From an optimization exercise on the open Yosys and OpenROAD flow, aimed at small area; shortcuts taken in it are not production practice.
Only simulation tests tie the RTL to the original design; equivalence was not proved.

## flow/design.v (module list and top-level ports; edited modules follow where they fit)
// module lms: 21859 lines
// module fir_adaptive: 35 lines
module fir_adaptive #(
    parameter NB_DATA   = 21,
    parameter NBF_DATA  = 20
)(
    input                       i_clk,
    input                       i_rst,
    input signed [NB_DATA-1:0]  i_mic2,
    input signed [NB_DATA-1:0]  i_mic1,
    input signed [NB_DATA-1:0]  i_mu,
    output signed [NB_DATA-1:0] o_filter
);
  // ...
==> flow/flow/run.sh <==
#!/bin/bash
# Own layout flow: the standard synthesis, then a netlist clean-up around the full
# adders, then the standard layout steps.
#  1. bash standard.sh synth            (the standard synthesis, unchanged)
#  2. fapol.py: every sky130 fa cell is self-dual, FA(~a,~b,~c) = ~FA(a,b,c); choose for
#     each fa cell whether it works on true or inverted signals so that the inverters
#     synthesis left between adders disappear (registers and ports untouched)
#  3. remap.tcl: Yosys/ABC (area mapping, abc_map_a.script) re-maps the logic between adders and registers (fa, ha and
#     flip-flop cells kept as they are) so remaining inverters merge into gates
#  4. bash standard.sh finish           (floorplan .. final, from the new netlist)
set -euo pipefail
W=$PWD
R=$W/orfs/results/$FLOW_PLATFORM/fir_adaptive/base
YOSYS=$FLOW_HOME/../tools/install/yosys/bin/yosys
LIB=$FLOW_HOME/platforms/$FLOW_PLATFORM/lib/sky130_fd_sc_hd__tt_025C_1v80.lib

bash standard.sh synth > $W/synth_standard.log 2>&1
cp $R/1_2_yosys.v $W/netlist_standard.v
python3 $W/flow/fapol.py $W/netlist_standard.v $W/netlist_fapol.v 0.3 > $W/fapol.log 2>&1
LIB=$LIB IN=$W/netlist_fapol.v OUT=$W/netlist_remap.v DONTUSE="$(cat $W/flow/dont_use.txt)" \
  ABCSCRIPT=$W/flow/abc_map_a.script \
  $YOSYS -c $W/flow/remap.tcl > $W/remap.log 2>&1
cp $W/netlist_remap.v $R/1_2_yosys.v
rm -f $R/1_synth.odb $R/1_synth.sdc
bash standard.sh finish > $W/layout.log 2>&1
==> flow/flow/abc_map_a.script <==
strash
dch
map -a
topo
stime -c
buffer -c
upsize -c
dnsize -c
==> flow/flow/dont_use.txt <==
sky130_fd_sc_hd__probe_p_8 sky130_fd_sc_hd__probec_p_8 sky130_fd_sc_hd__lpflow_bleeder_1 sky130_fd_sc_hd__lpflow_clkbufkapwr_1 sky130_fd_sc_hd__lpflow_clkbufkapwr_16 sky130_fd_sc_hd__lpflow_clkbufkapwr_2 sky130_fd_sc_hd__lpflow_clkbufkapwr_4 sky130_fd_sc_hd__lpflow_clkbufkapwr_8 sky130_fd_sc_hd__lpflow_clkinvkapwr_1 sky130_fd_sc_hd__lpflow_clkinvkapwr_16 sky130_fd_sc_hd__lpflow_clkinvkapwr_2 sky130_fd_sc_hd__lpflow_clkinvkapwr_4 sky130_fd_sc_hd__lpflow_clkinvkapwr_8 sky130_fd_sc_hd__lpflow_decapkapwr_12 sky130_fd_sc_hd__lpflow_decapkapwr_3 sky130_fd_sc_hd__lpflow_decapkapwr_4 sky130_fd_sc_hd__lpflow_decapkapwr_6 sky130_fd_sc_hd__lpflow_decapkapwr_8 sky130_fd_sc_hd__lpflow_inputiso0n_1 sky130_fd_sc_hd__lpflow_inputiso0p_1 sky130_fd_sc_hd__lpflow_inputiso1n_1 sky130_fd_sc_hd__lpflow_inputiso1p_1 sky130_fd_sc_hd__lpflow_inputisolatch_1 sky130_fd_sc_hd__lpflow_isobufsrc_1 sky130_fd_sc_hd__lpflow_isobufsrc_16 sky130_fd_sc_hd__lpflow_isobufsrc_2 sky130_fd_sc_hd__lpflow_isobufsrc_4 sky130_fd_sc_hd__lpflow_isobufsrc_8 sky130_fd_sc_hd__lpflow_isobufsrckapwr_16 sky130_fd_sc_hd__lpflow_lsbuf_lh_hl_isowell_tap_1 sky130_fd_sc_hd__lpflow_lsbuf_lh_hl_isowell_tap_2 sky130_fd_sc_hd__lpflow_lsbuf_lh_hl_isowell_tap_4 sky130_fd_sc_hd__lpflow_lsbuf_lh_isowell_4 sky130_fd_sc_hd__lpflow_lsbuf_lh_isowell_tap_1 sky130_fd_sc_hd__lpflow_lsbuf_lh_isowell_tap_2 sky130_fd_sc_hd__lpflow_lsbuf_lh_isowell_tap_4 sky130_fd_sc_hd__fill_1 sky130_fd_sc_hd__fill_2 sky130_fd_sc_hd__fill_4 sky130_fd_sc_hd__fill_8
==> flow/flow/fapol.py <==
#!/usr/bin/env python3
"""Remove inverters around full adders in a Yosys netlist.

A full adder is self-dual: FA(~a,~b,~c) = (~sum, ~cout). Synthesis leaves many
inverters between sky130 fa cells. This picks, for every fa cell, whether it
computes its outputs in true or inverted form so that as few nets as possible
need an inverter, then rewires the netlist. The function of the netlist is
unchanged; registers and ports are untouched.

usage: fapol.py IN.v OUT.v
"""
import re, sys
SOFT = 1.0
from collections import defaultdict

INV = re.compile(r'sky130_fd_sc_hd__(?:clk)?inv_\d+$')
FA = re.compile(r'sky130_fd_sc_hd__fa_\d+$')
OUTPINS = {'X', 'Y', 'Q', 'Q_N', 'SUM', 'COUT', 'HI', 'LO'}


def parse(text):
    """split module body into items: ('cell', type, name, [(pin, net)]) or ('raw', text)"""
    items = []
    pos = 0
    cell_re = re.compile(r'^\s*(sky130_fd_sc_hd__\w+)\s+(\S+)\s*\((.*?)\);\s*$', re.S | re.M)
    for m in cell_re.finditer(text):
        if m.start() > pos:
            items.append(('raw', text[pos:m.start()]))
        pins = re.findall(r'\.(\w+)\(\s*(.*?)\s*\)\s*(?:,|$)', m.group(3).strip(), re.S)
        items.append(('cell', m.group(1), m.group(2), pins))
        pos = m.end()
    items.append(('raw', text[pos:]))
    return items


def main(fin, fout):
    text = open(fin).read()
    items = parse(text)
    cells = [it for it in items if it[0] == 'cell']
    driver = {}      # net -> (cellindex, pin)
    for ci, (_, typ, name, pins) in enumerate(cells):
        for p, n in pins:
            if p in OUTPINS:
                driver[n] = ci
    # literal of a net: (base net, inverted) looking through inverter chains
    memo = {}
    def lit(n):
        if n in memo: return memo[n]
        b, inv = n, 0
        seen = 0
        while b in driver and INV.match(cells[driver[b]][1]) and seen < 50:
            a = dict(cells[driver[b]][3])['A']
            b, inv = a, inv ^ 1
            seen += 1
        memo[n] = (b, inv)
        return memo[n]

    fa_idx = [ci for ci, c in enumerate(cells) if FA.match(c[1])]
    isfa = set(fa_idx)
    flip = defaultdict(int)  # ci -> 0/1
    out_of = {}  # base net driven by FA output -> fa ci
    for ci in fa_idx:
        for p, n in cells[ci][3]:
            if p in ('SUM', 'COUT'):
                out_of[n] = ci
    # consumers: every non-inverter cell input pin (and inverters we cannot remove are
    # handled by leaving them in place)
    cons = defaultdict(list)  # base net -> list of (ci, pin, pol)
    for ci, (_, typ, name, pins) in enumerate(cells):
        if INV.match(typ): continue
        for p, n in pins:
            if p in OUTPINS: continue
            b, pol = lit(n)
            cons[b].append((ci, p, pol))
    # nets referenced outside cells (assigns, ports) keep their drivers as they are
    raw = '\n'.join(l for it in items if it[0] == 'raw' for l in it[1].split(';') if l.strip().startswith('assign'))

    HARD = re.compile(r'sky130_fd_sc_hd__(fa|ha|df|conb)')
    hard = [bool(HARD.match(c[1])) for c in cells]
    soft = SOFT

    def need_inv(b):
        fd = flip[out_of[b]] if b in out_of else 0
        hard_drv = (b not in driver) or hard[driver[b]]
        cost = 0.0
        for ci, p, pol in cons[b]:
            f = flip[ci] if ci in isfa else 0
            if pol ^ fd ^ f:
                if hard_drv and hard[ci]:
                    return 1.0
                cost = soft
        return cost

    def local_nets(ci):
        ns = set()
        for p, n in cells[ci][3]:
            if p in ('SUM', 'COUT'):
                ns.add(n)
            else:
                ns.add(lit(n)[0])
        return ns

    before = sum(need_inv(b) for b in cons)
    # parity union-find over FA->FA connections: satisfy as many as possible exactly
    par = {ci: ci for ci in fa_idx}
    rel = {ci: 0 for ci in fa_idx}   # parity relative to parent
    def find(x):
        path = []
        while par[x] != x:
            path.append(x)
            x = par[x]
        root = x
        # compress
        acc = 0
        for y in reversed(path):
            acc ^= rel[y]
        p = 0
        for y in path:
            r = rel[y]
            rel[y] = acc
            par[y] = root
            acc ^= r
        return root
    def parity(x):
        find(x)
        return rel[x] if par[x] != x else 0
    conflicts = 0
    for b, lst in cons.items():
        if b not in out_of: continue
        d = out_of[b]
        for ci, p, pol in lst:
            if ci not in isfa: continue
            rd, rc = find(d), find(ci)
            pd, pc = parity(d), parity(ci)
            if rd == rc:
                if pd ^ pc != pol: conflicts += 1
                continue
            par[rc] = rd
            rel[rc] = pd ^ pc ^ pol
    comps = defaultdict(list)
    for ci in fa_idx:
        r = find(ci)
        flip[ci] = parity(ci)
        comps[r].append(ci)
    # choose the polarity of every component
    for r, members in comps.items():
        ns = set()
        for ci in members:
            ns |= local_nets(ci)
        c0 = sum(need_inv(b) for b in ns)
        for ci in members: flip[ci] ^= 1
        c1 = sum(need_inv(b) for b in ns)
        if c1 >= c0:
            for ci in members: flip[ci] ^= 1
    print('uf conflicts %d, components %d' % (conflicts, len(comps)))
    improved = True
    rounds = 0
    while improved and rounds < 30:
        improved = False
        rounds += 1
        for ci in fa_idx:
            ns = local_nets(ci)
            c0 = sum(need_inv(b) for b in ns)
            flip[ci] ^= 1
            c1 = sum(need_inv(b) for b in ns)
            if c1 < c0:
                improved = True
            else:
                flip[ci] ^= 1
    after = sum(need_inv(b) for b in cons)

    # rewrite: for every non-inverter input pin connect to base net physical value,
    # through one shared inverter where needed
    newinv = {}
    extra = []
    def inv_of(b):
        if b not in newinv:
            k = len(newinv)
            w = '_fapol_%d_' % k
            newinv[b] = w
            extra.append((w, b))
        return newinv[b]

    newcells = []
    for ci, (_, typ, name, pins) in enumerate(cells):
        if INV.match(typ):
            newcells.append(None)  # decided later
            continue
        f = flip[ci] if ci in isfa else 0
        np = []
        for p, n in pins:
            if p in OUTPINS:
                np.append((p, n))
                continue
            b, pol = lit(n)
            fd = flip[out_of[b]] if b in out_of else 0
            if pol ^ fd ^ f:
                np.append((p, inv_of(b)))
            else:
                np.append((p, b))
        newcells.append(('cell', typ, name, np))

    # FA output nets now carry value ^ flip. Any remaining reader of such a net that we
    # did not rewire (assign statements, or kept inverters) must see the true value:
    # give them the true value through an inverter net if the driver was flipped.
    # Kept inverters: an inverter is kept if its output is referenced by raw text.
    used = set()
    for c in newcells:
        if c:
            for p, n in c[3]:
                used.add(n)
    keep_inv = []
    for ci, (_, typ, name, pins) in enumerate(cells):
        if not INV.match(typ): continue
        d = dict(pins)
        y = d['Y']
        if re.search(r'(?<![\w$\\])' + re.escape(y) + r'(?![\w\[])', raw):
            keep_inv.append(ci)
    # iterate: kept inverters read their A net; that net must carry its true value
    final = []
    fixups = {}
    for ci in keep_inv:
        typ, name, pins = cells[ci][1], cells[ci][2], cells[ci][3]
        d = dict(pins)
        b, pol = lit(d['A'])
        fd = flip[out_of[b]] if b in out_of else 0
        # Y must equal ~value(A) = ~(b ^ pol); physical b is b ^ fd
        # so Y = ~(phys ^ fd ^ pol): drive from phys if fd^pol==0 else from inv_of(b)... use buffer-free form
        src = b if (fd ^ pol) == 0 else inv_of(b)
        newcells[ci] = ('cell', typ, name, [('A', src), ('Y', d['Y'])])
    # raw references to FA outputs directly (e.g. assign o = fa_net) are not expected
    for b, ci in out_of.items():
        if flip[ci] and re.search(r'(?<![\w$\\])' + re.escape(b) + r'(?![\w\[])', raw):
            raise SystemExit('flipped FA output %s is referenced outside cells' % b)

    out = []
    wires = ''.join('  wire %s;\n' % w for w, b in extra)
    invs = ''.join('  sky130_fd_sc_hd__inv_1 _fapol_inv_%d_ (\n    .A(%s%s),\n    .Y(%s)\n  );\n'
                   % (i, b, ' ' if b.startswith('\\') else '', w) for i, (w, b) in enumerate(extra))
    k = 0
    first_cell = True
    for it in items:
        if it[0] == 'raw':
            out.append(it[1])
            continue
        c = newcells[k]; k += 1
        if first_cell:
            out.append(wires)
            first_cell = False
        if c is None:
            continue
        _, typ, name, pins = c
        out.append('  %s %s (\n%s\n  );' % (typ, name, ',\n'.join('    .%s(%s%s)' % (p, n, ' ' if n.startswith('\\') else '') for p, n in pins)))
    txt = ''.join(out)
    txt = txt.replace('endmodule', invs + 'endmodule', 1) if txt.count('endmodule') == 1 else txt
    open(fout, 'w').write(txt)
    ninv_old = sum(1 for c in cells if INV.match(c[1]))
    ninv_new = len(extra) + len(keep_inv)
    print('fa cells %d, flipped %d, rounds %d; inverters %d -> %d (needed nets %.0f -> %.0f)' %
          (len(fa_idx), sum(flip[c] for c in fa_idx), rounds, ninv_old, ninv_new, before, after))


if __name__ == '__main__':
    if len(sys.argv) > 3:
        SOFT = float(sys.argv[3])
    main(sys.argv[1], sys.argv[2])
==> flow/flow/remap.tcl <==
# usage: yosys -c remap.ys.tcl  (env: LIB, IN, OUT, DONTUSE, ABCSCRIPT)
yosys -import
set lib $::env(LIB)
read_liberty -ignore_miss_func $lib
set keep {}
foreach m [split [string trim [tee -q -s result.string select -list-mod =sky130_fd_sc_hd__fa_* =sky130_fd_sc_hd__ha_* =sky130_fd_sc_hd__df* =sky130_fd_sc_hd__conb_*]] "\n"] { lappend keep $m }
foreach m $keep { blackbox $m }
read_verilog $::env(IN)
hierarchy -top fir_adaptive
flatten
opt_clean -purge
set du {}
foreach c [split [string trim $::env(DONTUSE)]] { lappend du -dont_use $c }
abc -liberty $lib {*}$du -script $::env(ABCSCRIPT)
opt_clean -purge
splitnets
opt_clean -purge
hilomap -singleton -hicell sky130_fd_sc_hd__conb_1 HI -locell sky130_fd_sc_hd__conb_1 LO
insbuf -buf sky130_fd_sc_hd__buf_4 A X
tee -o $::env(OUT).stat stat -liberty $lib
write_verilog -noattr -nohex -nodec $::env(OUT)
==> flow/standard.sh <==
#!/bin/bash
# synth_recipe.tcl (not shown) runs the flow's synth.tcl, then flattens the netlist and writes it again
# the make line also repeats each setting of config.mk as NAME=value (left out here)
make -C /OpenROAD-flow-scripts/flow DESIGN_CONFIG=/design/flow/config.mk WORK_HOME=/design/flow/orfs CLKGATE_MAP_FILE= SYNTH_SCRIPT=/design/flow/synth_recipe.tcl "${@:-finish}"
==> flow/config.mk <==
export PLATFORM = sky130hd
export DESIGN_NAME = fir_adaptive
export DESIGN_NICKNAME = fir_adaptive
export VERILOG_FILES = /design/flow/design.v
export SDC_FILE = /design/flow/constraint.sdc
export NUM_CORES = 4
export LEC_CHECK = 0
export ABC_AREA = 1
export CAP_MARGIN = 20
export CORE_MARGIN = 2
export CORE_UTILIZATION = 25
export PLACE_DENSITY = 0.35
export SLEW_MARGIN = 20
==> flow/constraint.sdc <==
create_clock -name core_clock -period 35.0 [get_ports {i_clk}]
set_input_delay 7.0000 -clock core_clock [delete_from_list [all_inputs] [get_ports {i_clk}]]
set_output_delay 7.0000 -clock core_clock [all_outputs]
set_load 0.01 [all_outputs]
==> summary.txt, run 1 <==
Synthesis
For this run, the number of Yosys warnings is 1. Dividing the synthesized area by the synthesized cell count gives 9.03 µm². Counting every instance in the synthesized netlist gives 12600.

Hold path
The path with the worst hold slack has its endpoint at t3[2]. In this run the most critical hold path is launched from t2[2]. The number of cells on the worst hold path is 2.

Route
After detailed routing, the average wire length per cell comes to 49.8 µm. The first detailed-routing pass ran for 9 iterations. The total length of routed wires is 917000 µm. The average via count per standard cell is 6.78.

The detailed router finished its first iteration with 21700 violations. The DRC violation count after routing is 0.

STA
The slack of the critical path is 1050 ps. Based on the critical path, the design can be clocked at up to 0.0295 GHz. The final setup violation count is 0. Setup repair after global routing left no endpoint under its margin.

The worst-case headroom to the max-slew limit is 10.8%. The clock period minus final worst setup slack is 33950 ps.

Place
The post-detailed-placement half-perimeter wirelength is 672000 µm. OpenSTA, run right after detailed placement, puts the worst setup slack at 1290 ps.

GRT
The number of global-route vias before repair is 123000. The most congested layer reported by global routing is met2.

Critical path
The cell with the most instances on the worst path is sky130_fd_sc_hd__fa_1. The number of buffers and inverters on the critical path is 11.

Cells and area
The net count of the finished layout is 14700. Measured on the finished design, the core utilization comes to 28.0%. Non-clock inverters in the final layout number 957.

The count of multi-input gates is 10100.

Clock tree
The clock-pin slew on the worst setup and hold paths is 60 ps. No sink is reached through more buffers than the 3 on the longest clock path. The clock tree root driver cell is sky130_fd_sc_hd__clkbuf_16. For the worst-skew pair, the clock arrives at the later sink with an insertion delay of 870 ps.

Run status
The flow ran to the end and the layout has no timing, DRC or antenna violations.
==> run 2: changes to the inputs <==
==> flow/run.sh (new file) <==
#!/bin/bash
# synth_recipe.tcl (not shown) runs the flow's synth.tcl, then flattens the netlist and writes it again
# the make line also repeats each setting of config.mk as NAME=value (left out here)
make -C /OpenROAD-flow-scripts/flow DESIGN_CONFIG=/design/flow/config.mk WORK_HOME=/design/flow/orfs CLKGATE_MAP_FILE= SYNTH_SCRIPT=/design/flow/synth_recipe.tcl finish
removed: flow/flow/run.sh
removed: flow/flow/abc_map_a.script
removed: flow/flow/dont_use.txt
removed: flow/flow/fapol.py
removed: flow/flow/remap.tcl
removed: flow/standard.sh
==> summary.txt, run 2 <==
Run status
The run finished with no timing, DRC or antenna violations.

Route
The DRC violation count after routing is 0 (unchanged). The average via count per standard cell is 5.75 (-15%). The average detailed-routed wire length per instance came to 38.3 µm (-23%).

The number of DRC markers after the initial detailed-route iteration is 19600 (-9.6%). The routed via count is 134000. The post-detailed-route count of antenna-violating nets is 0.

The number of iterations in the first detailed-routing pass was 6 (-3). The total length of routed wires is 890000 µm (-2.9%).

Floorplanning
The top-level port count is 86. The initial core utilization is 25.1%. The die area is 510000 µm². The x dimension of the die is 714 µm.

The height of the die is 714 µm. The standard cell core area is 502000 µm². The standard-cell row count is 260.

Synthesis
The synthesized netlist cell count came to 17300 (+38%). The synthesized netlist occupies a cell area of 126000 µm². After synthesis the netlist holds a flip-flop and latch count of 298. By count the netlist is led by sky130_fd_sc_hd__inv_1 (2620), sky130_fd_sc_hd__o21ai_0 (2458), sky130_fd_sc_hd__nand2_1 (2290), sky130_fd_sc_hd__xor2_1 (2176), sky130_fd_sc_hd__fa_1 (1899). The synthesized netlist contains 57 unique library cells. The cell type with the largest total area after synthesis is sky130_fd_sc_hd__fa_1. Counting flops with an async set or reset pin after synthesis yields a share of 0%. After synthesis, flip-flops and latches occupy 4.73% of the total area.

Yosys mapped a number of flops with a built-in enable equal to 0. The number of nets handed over by synthesis was 19700. The total of warnings raised by yosys is 1 (unchanged).

The post-synthesis average cell area is 7.27 µm² (-19%). By area the synthesized netlist is led by sky130_fd_sc_hd__fa_1 (30%), sky130_fd_sc_hd__xor2_1 (15%), sky130_fd_sc_hd__o21ai_0 (9.8%). The library cell with the highest instance count after synthesis is sky130_fd_sc_hd__inv_1. The prevailing post-synth register cell is sky130_fd_sc_hd__dfxtp_1. The synthesized design devotes to its leading area cell type 30.1% of total area.

Cells and area
The core occupancy in the finished layout is 27.3% (-0.64 points). The most common cell after layout, fill and taps aside is sky130_fd_sc_hd__inv_1. After routing the design area is 137000 µm². The library cells used most frequently in the layout, excluding fill and tap cells, are sky130_fd_sc_hd__inv_1 (2566), sky130_fd_sc_hd__o21ai_0 (2446), sky130_fd_sc_hd__nand2_1 (2277). Cells with a size suffix above 1 make up 7.30% of the layout. The area growth from synthesis to layout is 8.73%. The count of fill cells added during filler insertion is 55800.

The number of nets in the layout is 18900 (+29%).

GRT
The global routing usage summed across all routing layers is 33.8%. The initial antenna violation count is 96. The first global-routing pass estimated 1190000 µm of wire. The number of global-route vias before repair came to 131000 (+6.4%). The leftover overflow at the end of global routing is 0. Entering global routing, the biggest net connects 108 pins.

Critical path
For this run, the slowest stage of the critical path takes 1230 ps. The worst setup path is launched from a flop. The worst register-to-register path has a depth of 121. The data required time at the worst endpoint is 35680 ps. Setup slack on the worst reg-to-reg path comes out at 2500 ps. The cell with the most instances on the worst path is sky130_fd_sc_hd__fa_1. The worst flop-to-flop path endpoint is h3[7]. The category of the critical setup timing path is reg2reg. The startpoint identified for the worst register-to-register timing path is h0[11]. The cell with the largest stage delay on the worst path is sky130_fd_sc_hd__fa_4.

The worst-path maximum fanout is 60. The critical path arrival is 33190 ps. STA classifies the critical path endpoint as a flop.

Hold path
The hold path startpoint is t1[17]. The class of the tightest hold or removal check is reg2reg. The number of cells on the worst hold path is 2 (unchanged). The destination of the worst hold path is t2[17].

Place
The count of input and output buffers is 85. Routability-driven placement finished with a final weighted congestion of 0.986. The total placed instance area is 135000 µm². The post-detailed-placement half-perimeter wirelength is 639000 µm (-4.8%).

STA
The share of the clock period used by the worst path is 92.9%. The worst-case headroom to the max-slew limit is 15.5% (+4.7 points). The count of final hold-check violations was 0.

The clock arrives with 111 ps of skew. The worst-case hold slack is 809 ps. The achievable clock frequency came to 0.0308 GHz (+4.5%). For the pin with the worst max-slew slack, the measured transition is 1270 ps. The final setup violation count came to 0 (unchanged). For the final routed database, the setup TNS stands at 0 ps.

Setup repair after global routing left no endpoint under its margin. The number of pins exceeding their max-slew limit in the final report was 0. The clock period minus final worst setup slack came to 32500 ps (-1450 ps).

Clock tree
The clock-pin slew on the worst setup and hold paths is 70 ps (about the same). The maximum clock insertion buffer count was 3 (unchanged). In this run the clock root is driven by a sky130_fd_sc_hd__clkbuf_16. The CTS tree is yes. The total of cells resized after clock tree synthesis is 0. After clock tree synthesis, the setup repair step added 0 buffers. Buffers inserted to repair hold after CTS numbered 0. The number of sinks driven by the clock tree is 298.

The H-tree depth is 2. The source-to-sink clock delay at the later pin of the worst-skew pair was 840 ps (-30 ps). The number of buffers created by CTS is 50.

Run
The max-capacitance violation count is 0.
-- run 2: layout make-up --
type / instances / area (µm²) / share of cell area [%]
multi-input combinational: 12600 / 104000 / 75.8
inverter: 2695 / 10200 / 7.42
tap: 6681 / 8360 / 6.10
timing repair buffer: 813 / 6680 / 4.87
sequential: 298 / 6070 / 4.43
clock buffer: 63 / 1370 / 0.999
clock inverter: 29 / 468 / 0.341
antenna: 44 / 110 / 0.0803
-- run 2: worst max-delay path, delay by kind of cell (launching register included) --
family	cells	cell delay (ps)
adder cells (fa/ha/maj)	42	16980
AND/OR/NAND/NOR	30	4960
buffers and inverters	27	4720
flip-flops	1	890
AO/OA/AOI/OAI	16	2790
XOR/XNOR	6	1730
-- run 2: through the flow --
stage / instances / setup slack (ps)
final: 23300 / 2500
after CTS: 23200 / 2810
after global routing: 23200 / 1090
after floorplan: 17300 / 8520
after detailed placement: 23100 / 2830
after global placement: 23100 / 3240
-- run 2: per-layer routing --
metal	wire [µm]	track usage, %
met1	351000	43.5
met3	95800	9.01
met5	126	0.198
met4	77800	24.7
met2	365000	48.6
-- run 2: cells by family (layout without fill, tap and decap cells) --
kind of cell	Yosys count	count (layout)	synth area share, %
compound gates	5125	5125	23.1
buf+inv	4393	3600	13.2
simple gates	2988	2988	9.33
fa+ha+maj	2293	2293	34.1
xor+xnor	2234	2234	15.5
flops	298	298	4.73
mux	5	5	0.0397
other cells	0	44	0
-- run 2: how the worst max path moves through the flow --
stage | from | slack (ps) | to | cells past startpoint
final | h0[11] | 2500 | h3[7] | 121
after global placement | h0[11] | 3240 | h1[17] | 125
after floorplan | h1[17] | 8520 | h2[10] | 129
after global routing | h0[11] | 1090 | h3[0] | 124
after CTS | h0[11] | 2810 | h3[7] | 120
after detailed placement | h0[11] | 2830 | h3[7] | 120

-- afterwards: timing with drivers on the ports --
Ports are ideal in the flow. The routed layouts listed here were re-timed in OpenROAD.
Step 1: set_driving_cell puts a clkbuf_16 on i_clk and a buf_2 on each other input, an assumption about the parent block.
Step 2 moves the port delays by t, midway between the first and last clock arrival at a register: inputs arrive t later, outputs are due t later. That takes back most of the time a late clock gives input paths.
Three values: ideal ports, drivers, drivers and shift; two values: the first two.
run	t, ns	setup slack, ns	worst register clock-pin slew, ns
run 1	0.960	1.048 / 1.048 / 1.048	0.09 / 0.09
run 2	0.898	2.497 / 2.497 / 2.497	0.08 / 0.08
After both steps setup and hold are still met in every run listed.
